Source: an optimization exercise on an open RTL-to-GDS flow (aim: small area, a short achievable clock period and few clock cycles per item). Production flows keep margins and buffers that such runs may drop. No functional check of the RTL was part of this run. Power and IR drop assume default switching activity.

==> design.v <==
`timescale 1ns / 1ps
module prng (
	input clk,     
	input rst,   
	input [31:0] seed,
	input start,
	input cont,
	output reg done,
	output [31:0] rand_num
);
reg        busy;       
reg  [2:0] cnt;        
reg [30:0] acc;        
wire [30:0] a = acc;
wire [30:0] b = ~{acc[2:0], acc[30:3]} & {31{busy}};
wire [30:0] g0 = a & b;
wire [30:0] p0 = a ^ b;
wire b0g0_1 = g0[1] | p0[1] & g0[0];
wire b0p0_1 = p0[1] & p0[0];
wire b0g0_3 = g0[3] | p0[3] & g0[2];
wire b0p0_3 = p0[3] & p0[2];
wire b0g0_5 = g0[5] | p0[5] & g0[4];
wire b0p0_5 = p0[5] & p0[4];
wire b0g1_2 = g0[2] | p0[2] & b0g0_1;
wire b0p1_2 = p0[2] & b0p0_1;
wire b0g1_3 = b0g0_3 | b0p0_3 & b0g0_1;
wire b0p1_3 = b0p0_3 & b0p0_1;
wire b0g2_4 = g0[4] | p0[4] & b0g1_3;
wire b0p2_4 = p0[4] & b0p1_3;
wire b0g2_5 = b0g0_5 | b0p0_5 & b0g1_3;
wire b0p2_5 = b0p0_5 & b0p1_3;
wire b1g0_7 = g0[7] | p0[7] & g0[6];
wire b1p0_7 = p0[7] & p0[6];
wire b1g0_9 = g0[9] | p0[9] & g0[8];
wire b1p0_9 = p0[9] & p0[8];
wire b1g0_11 = g0[11] | p0[11] & g0[10];
wire b1p0_11 = p0[11] & p0[10];
wire b1g1_8 = g0[8] | p0[8] & b1g0_7;
wire b1p1_8 = p0[8] & b1p0_7;
wire b1g1_9 = b1g0_9 | b1p0_9 & b1g0_7;
wire b1p1_9 = b1p0_9 & b1p0_7;
wire b1g2_10 = g0[10] | p0[10] & b1g1_9;
wire b1p2_10 = p0[10] & b1p1_9;
wire b1g2_11 = b1g0_11 | b1p0_11 & b1g1_9;
wire b1p2_11 = b1p0_11 & b1p1_9;
wire b2g0_13 = g0[13] | p0[13] & g0[12];
wire b2p0_13 = p0[13] & p0[12];
wire b2g0_15 = g0[15] | p0[15] & g0[14];
wire b2p0_15 = p0[15] & p0[14];
wire b2g0_17 = g0[17] | p0[17] & g0[16];
wire b2p0_17 = p0[17] & p0[16];
wire b2g1_14 = g0[14] | p0[14] & b2g0_13;
wire b2p1_14 = p0[14] & b2p0_13;
wire b2g1_15 = b2g0_15 | b2p0_15 & b2g0_13;
wire b2p1_15 = b2p0_15 & b2p0_13;
wire b2g2_16 = g0[16] | p0[16] & b2g1_15;
wire b2p2_16 = p0[16] & b2p1_15;
wire b2g2_17 = b2g0_17 | b2p0_17 & b2g1_15;
wire b2p2_17 = b2p0_17 & b2p1_15;
wire b3g0_19 = g0[19] | p0[19] & g0[18];
wire b3p0_19 = p0[19] & p0[18];
wire b3g0_21 = g0[21] | p0[21] & g0[20];
wire b3p0_21 = p0[21] & p0[20];
wire b3g0_23 = g0[23] | p0[23] & g0[22];
wire b3p0_23 = p0[23] & p0[22];
wire b3g1_20 = g0[20] | p0[20] & b3g0_19;
wire b3p1_20 = p0[20] & b3p0_19;
wire b3g1_21 = b3g0_21 | b3p0_21 & b3g0_19;
wire b3p1_21 = b3p0_21 & b3p0_19;
wire b3g2_22 = g0[22] | p0[22] & b3g1_21;
wire b3p2_22 = p0[22] & b3p1_21;
wire b3g2_23 = b3g0_23 | b3p0_23 & b3g1_21;
wire b3p2_23 = b3p0_23 & b3p1_21;
wire b4g0_25 = g0[25] | p0[25] & g0[24];
wire b4p0_25 = p0[25] & p0[24];
wire b4g0_27 = g0[27] | p0[27] & g0[26];
wire b4p0_27 = p0[27] & p0[26];
wire b4g0_29 = g0[29] | p0[29] & g0[28];
wire b4p0_29 = p0[29] & p0[28];
wire b4g1_26 = g0[26] | p0[26] & b4g0_25;
wire b4p1_26 = p0[26] & b4p0_25;
wire b4g1_27 = b4g0_27 | b4p0_27 & b4g0_25;
wire b4p1_27 = b4p0_27 & b4p0_25;
wire b4g2_28 = g0[28] | p0[28] & b4g1_27;
wire b4p2_28 = p0[28] & b4p1_27;
wire b4g2_29 = b4g0_29 | b4p0_29 & b4g1_27;
wire b4p2_29 = b4p0_29 & b4p1_27;
wire bbg0_1 = b1g2_11 | b1p2_11 & b0g2_5;
wire bbp0_1 = b1p2_11 & b0p2_5;
wire bbg0_3 = b3g2_23 | b3p2_23 & b2g2_17;
wire bbp0_3 = b3p2_23 & b2p2_17;
wire bbg0_5 = g0[30] | p0[30] & b4g2_29;
wire bbp0_5 = p0[30] & b4p2_29;
wire bbg1_2 = b2g2_17 | b2p2_17 & bbg0_1;
wire bbp1_2 = b2p2_17 & bbp0_1;
wire bbg1_3 = bbg0_3 | bbp0_3 & bbg0_1;
wire bbp1_3 = bbp0_3 & bbp0_1;
wire bbg2_4 = b4g2_29 | b4p2_29 & bbg1_3;
wire bbp2_4 = b4p2_29 & bbp1_3;
wire bbg2_5 = bbg0_5 | bbp0_5 & bbg1_3;
wire bbp2_5 = bbp0_5 & bbp1_3;
wire bcout = bbg2_5;
wire [30:0] c;
wire cin0 = bcout;
assign c[0] = cin0;
assign c[1] = g0[0] | p0[0] & cin0;
assign c[2] = b0g0_1 | b0p0_1 & cin0;
assign c[3] = b0g1_2 | b0p1_2 & cin0;
assign c[4] = b0g1_3 | b0p1_3 & cin0;
assign c[5] = b0g2_4 | b0p2_4 & cin0;
wire cin1 = (b0g2_5 | b0p2_5 & bcout);
assign c[6] = cin1;
assign c[7] = g0[6] | p0[6] & cin1;
assign c[8] = b1g0_7 | b1p0_7 & cin1;
assign c[9] = b1g1_8 | b1p1_8 & cin1;
assign c[10] = b1g1_9 | b1p1_9 & cin1;
assign c[11] = b1g2_10 | b1p2_10 & cin1;
wire cin2 = (bbg0_1 | bbp0_1 & bcout);
assign c[12] = cin2;
assign c[13] = g0[12] | p0[12] & cin2;
assign c[14] = b2g0_13 | b2p0_13 & cin2;
assign c[15] = b2g1_14 | b2p1_14 & cin2;
assign c[16] = b2g1_15 | b2p1_15 & cin2;
assign c[17] = b2g2_16 | b2p2_16 & cin2;
wire cin3 = (bbg1_2 | bbp1_2 & bcout);
assign c[18] = cin3;
assign c[19] = g0[18] | p0[18] & cin3;
assign c[20] = b3g0_19 | b3p0_19 & cin3;
assign c[21] = b3g1_20 | b3p1_20 & cin3;
assign c[22] = b3g1_21 | b3p1_21 & cin3;
assign c[23] = b3g2_22 | b3p2_22 & cin3;
wire cin4 = (bbg1_3 | bbp1_3 & bcout);
assign c[24] = cin4;
assign c[25] = g0[24] | p0[24] & cin4;
assign c[26] = b4g0_25 | b4p0_25 & cin4;
assign c[27] = b4g1_26 | b4p1_26 & cin4;
assign c[28] = b4g1_27 | b4p1_27 & cin4;
assign c[29] = b4g2_28 | b4p2_28 & cin4;
wire cin5 = (bbg2_4 | bbp2_4 & bcout);
assign c[30] = cin5;
wire [30:0] x = (busy || done) ? p0 : {seed[15:0], seed[30:16]};
wire [30:0] d = x ^ c;
assign rand_num = {1'b0, acc};
always @(posedge clk) begin
	if (rst) begin
		busy <= 1'b0;
		done <= 1'b0;
		cnt  <= 3'd0;
	end else if (busy) begin
		cnt <= cnt + 3'd1;
		if (cnt == 3'd4) begin
			busy <= 1'b0;
			done <= 1'b1;
		end
	end else if (done) begin
		if (!start) done <= 1'b0;
	end else if (start) begin
		busy <= 1'b1;
		cnt  <= 3'd0;
	end
end
always @(posedge clk)
	acc <= d;
endmodule
==> flow/run.sh <==
#!/bin/bash
# The standard layout, with the port buffers made of plain buffers
# (sky130_fd_sc_hd__buf_1) instead of the cell buffer_ports picks by itself.
set -euo pipefail
export BUFFER_PORTS_ARGS="-buffer_cell sky130_fd_sc_hd__buf_1"

bash standard.sh > standard.log 2>&1
==> standard.sh <==
#!/bin/bash
# synth_recipe.tcl (not shown) runs the flow's synth.tcl, then flattens the netlist and writes it again
# the make line also repeats each setting of config.mk as NAME=value (left out here)
make -C /OpenROAD-flow-scripts/flow DESIGN_CONFIG=/design/flow/config.mk WORK_HOME=/design/flow/orfs CLKGATE_MAP_FILE= SYNTH_SCRIPT=/design/flow/synth_recipe.tcl "${@:-finish}"
==> config.mk <==
export PLATFORM = sky130hd
export DESIGN_NAME = prng
export DESIGN_NICKNAME = prng
export VERILOG_FILES = /design/flow/design.v
export SDC_FILE = /design/flow/constraint.sdc
export NUM_CORES = 8
export LEC_CHECK = 0
export CAP_MARGIN = 20
export CORE_MARGIN = 2
export CORE_UTILIZATION = 40
export SLEW_MARGIN = 70
==> constraint.sdc <==
create_clock -name core_clock -period 9.0 [get_ports {clk}]
set_input_delay 1.8000 -clock core_clock [delete_from_list [all_inputs] [get_ports {clk}]]
set_output_delay 1.8000 -clock core_clock [all_outputs]
set_load 0.01 [all_outputs]
==> flow_metrics.py <==
metrics = {
    "sta": {
        "layout_worst_path_cycle_share_pct": 37.7,
        "finalClockSkew_ns": 0.00272,
        "rsz0062_at_grt": "false",
        "fmax_mhz": 295,
        "slew_violations": 0,
        "fin_tns_setup_ns": 0,
        "post-route-min-period_ns": 3.39,
        "final-hold-violation-count": 0,
        "setup_viol": 0,
    },
    "global_route": {
        "top_usage_layer": "met2",
        "grt_pass1_wl_um": 10700,
        "grt_max_degree": 32,
        "grt_use_met1_pct": 22.0,
        "grt_pass1_vias": 2417,
        "use_met2_pct": 28.6,
        "track_usage_pct": 16.8,
        "grt_util_met3_pct": 3.14,
        "overflow": 0,
        "antenna_found_initial": 0,
    },
    "setup_path": {
        "cp-startpoint": "busy",
        "r2r_start": "busy",
        "cp.arrival_ns": 3.57,
        "worstSetupPathType": "reg2reg",
        "start_kind": "flip-flop",
        "cp_slowest_cell": "dfxtp_2",
        "slowest_delay_ns": 0.49,
        "critPathCaptureType": "flip-flop",
        "crit_path_cell_trace": "buf_4, nor2b_1, ha_1, a211o_1, a21oi_2, a211o_1, nand3b_1, a21oi_2, o221ai_1, a2111oi_0, nor3_1",
        "cp.required_ns": 9.17,
        "crit_path_max_fanout": 27,
    },
    "synthesis": {
        "synthTopCellsByArea": "dfxtp_1 (25%), ha_1 (14%), mux2i_1 (9.7%)",
        "ys_ff_latch": 36,
        "yosysSeqAreaShare_pct": 24.9,
        "synth_top_flop_cell": "dfxtp_1",
        "synth_edf_count": 0,
        "syn_area_per_cell_sq_um": 8.96,
        "ys_async_sr_fraction_pct": 0,
        "synth_fp_nets": 392,
        "synth_top_area_share_pct": 24.9,
        "synth_top_area_cell": "dfxtp_1",
        "synth_area_sq_um": 2890,
        "ys_warn_count": 1,
        "synth_cell_type_count": 54,
        "synth_cells": 323,
    },
    "floorplanning": {
        "fp.dieW_um": 89.0,
        "dieArea_sq_um": 7930,
        "start_util_pct": 40.5,
        "fp.coreArea_sq_um": 7140,
        "die_height_um": 89.0,
        "num_rows": 31,
        "ioPinCount": 69,
    },
    "clock_tree": {
        "clkTransAtPathRegs_ns": 0.08,
        "post_cts_resized": 0,
        "htreeDepth": 2,
        "tritoncts_num_sinks": 36,
        "root_buffer": "clkbuf_8",
        "max-clock-path-buffers": 2,
        "ctsHoldBuffers": 0,
        "cts_buffers": 5,
        "cts_tree": "built",
        "postCtsSetupBuffers": 0,
        "clkLatencyLatePin_ns": 0.29,
    },
    "drt": {
        "wl_per_cell_um": 13.7,
        "routed-via-count": 2618,
        "drtIter0Drc": 61,
        "ant_nets": 0,
        "drc_errors": 0,
        "routed_wl_um": 6700,
        "avgViaCountPerCell": 5.35,
        "first_pass_iters": 4,
    },
    "layout": {
        "final-seq-area_sq_um": 722,
        "diodes": 0,
        "finalNetCount": 458,
        "final_common_cell": "buf_1",
        "fill_cells": 727,
        "drive_gt1_share_pct": 7.69,
        "layout_common_cells": "buf_1 (65), dfxtp_1 (35), nor2b_1 (33), ha_1 (33), mux2i_1 (28)",
        "stdcell_area_sq_um": 3450,
        "syn_to_final_growth_pct": 19.3,
        "multiInputGateArea_sq_um": 2150,
    },
    "placement": {
        "place_area_sq_um": 3280,
        "routabilityCongestion": 0.811,
        "dp_hpwl_um": 5070,
        "port-buffer-count": 65,
    },
    "pwr": {
        "power_leakage_nw": 1.42,
        "powerDensity_nw_per_um2": 343,
        "worst_ir_drop_vdd_v": 0.000130,
    },
    "flow_run": {
        "maxCapViolations": 0,
    },
    "min_path": {
        "min_path_type": "reg2reg",
        "hp-start": "cnt[2]",
    },
    "outcome": {
        "status": "finished clean",
    },
}
## critical path: cells and delay by family, from the launching register on
family,cells,cell delay [ns]
AO/OA/AOI/OAI,6,1.79
buffers and inverters,1,0.32
flip-flops,1,0.49
AND/OR/NAND/NOR,3,0.39
adder cells (fa/ha/maj),1,0.28
## cell type report
type                       count  area share (%)
clock buffer                   5            1.99
tap                           99            3.59
clock inverter                 3            2.61
sequential                    36            20.9
timing repair buffer          67            7.61
inverter                       9           0.979
multi-input combinational    270            62.3
## logic make-up (layout without fill, tap and decap cells)
| logic type | after synthesis | after routing | share of synthesized area [%] |
|---|---|---|---|
| adders and majority gates | 33 | 33 | 14.3 |
| buffers and inverters | 17 | 84 | 2.34 |
| DFF | 36 | 36 | 24.9 |
| muxes | 33 | 33 | 11.6 |
| and+or+nand+nor | 100 | 100 | 19.9 |
| other | 1 | 1 | 0.130 |
| xor gates and xnor gates | 26 | 26 | 7.87 |
| AOI/OAI and AO/OA | 77 | 77 | 19.0 |
## cell usage after synthesis (all sizes together), types with 4 or more instances
cell    number
mux2         5
or3          4
mux2i       28
a21oi       27
nand4        5
o21a         5
nor3        10
nor2        12
and2         4
nand2        7
o21ai       10
xor2        16
o21bai       4
nor2b       33
ha          33
a211o        5
xnor2       10
inv          9
clkbuf       5
nand3        8
dfxtp       36
## power breakdown
part           internal (mW)  total (mW)  switching (mW)
Sequential             0.239       0.309          0.0705
Combinational          0.287       0.667           0.380
Clock                  0.139       0.207          0.0686
## per-layer routing
layer | up-vias | wire length [um]
met1 | 1210 | 3250
met3 | 7 | 231
met4 | 0 | 56
met5 | - | 0
li1 | 1347 | -
met2 | 54 | 3160
## sequential cells by signal (all words and copies together), names as in the netlist
register  flops
acc          31
busy          1
cnt           3
done          1
## path summary, 6_finish.rpt
| kind | cells past startpoint | slack [ns] | end |
|---|---|---|---|
| max | 11 | 5.61 | acc[20] |
| min | 2 | 0.50 | cnt[2] |
| max reg2reg | 11 | 5.61 | acc[20] |
| min reg2reg | 2 | 0.50 | cnt[2] |
## through the flow
stage	cells	utilization, %	setup slack [ns]	total power, mW	hold WS [ns]
after floorplan	323	-	5.98	0.801	0.451
after global placement	481	45.5	5.48	0.962	0.472
after detailed placement	481	46.0	5.64	0.977	0.490
after CTS	489	48.2	5.61	1.19	0.504
after global routing	489	48.4	5.35	1.29	0.535
final	489	48.4	5.61	1.18	0.497

-- what the ideal ports hide --
How much do the figures lean on ideal ports? The routed layout below was timed once more, with nothing changed but the port constraints. Step 1 sets driving cells, clkbuf_16 on the clock port and buf_2 on the other inputs (assumed; they add their load-dependent delay and slew). Step 2 moves the port delays by t, midway between the first and last clock arrival at a register: inputs arrive t later, outputs are due t later. That takes back most of the time a late clock gives input paths. Slacks: ideal ports / drivers / drivers and shift; pairs: ideal ports / drivers.
shift t [ns]: 0.320
setup slack, ns: 5.609 / 5.609 / 5.609
worst setup path after step 2: register to register
worst slew at a driven data input, ns: 0.03
After both steps this run still meets setup and hold. The setup slack of this run moves by 0.000 ns with the drivers and by 0.000 ns with both steps.
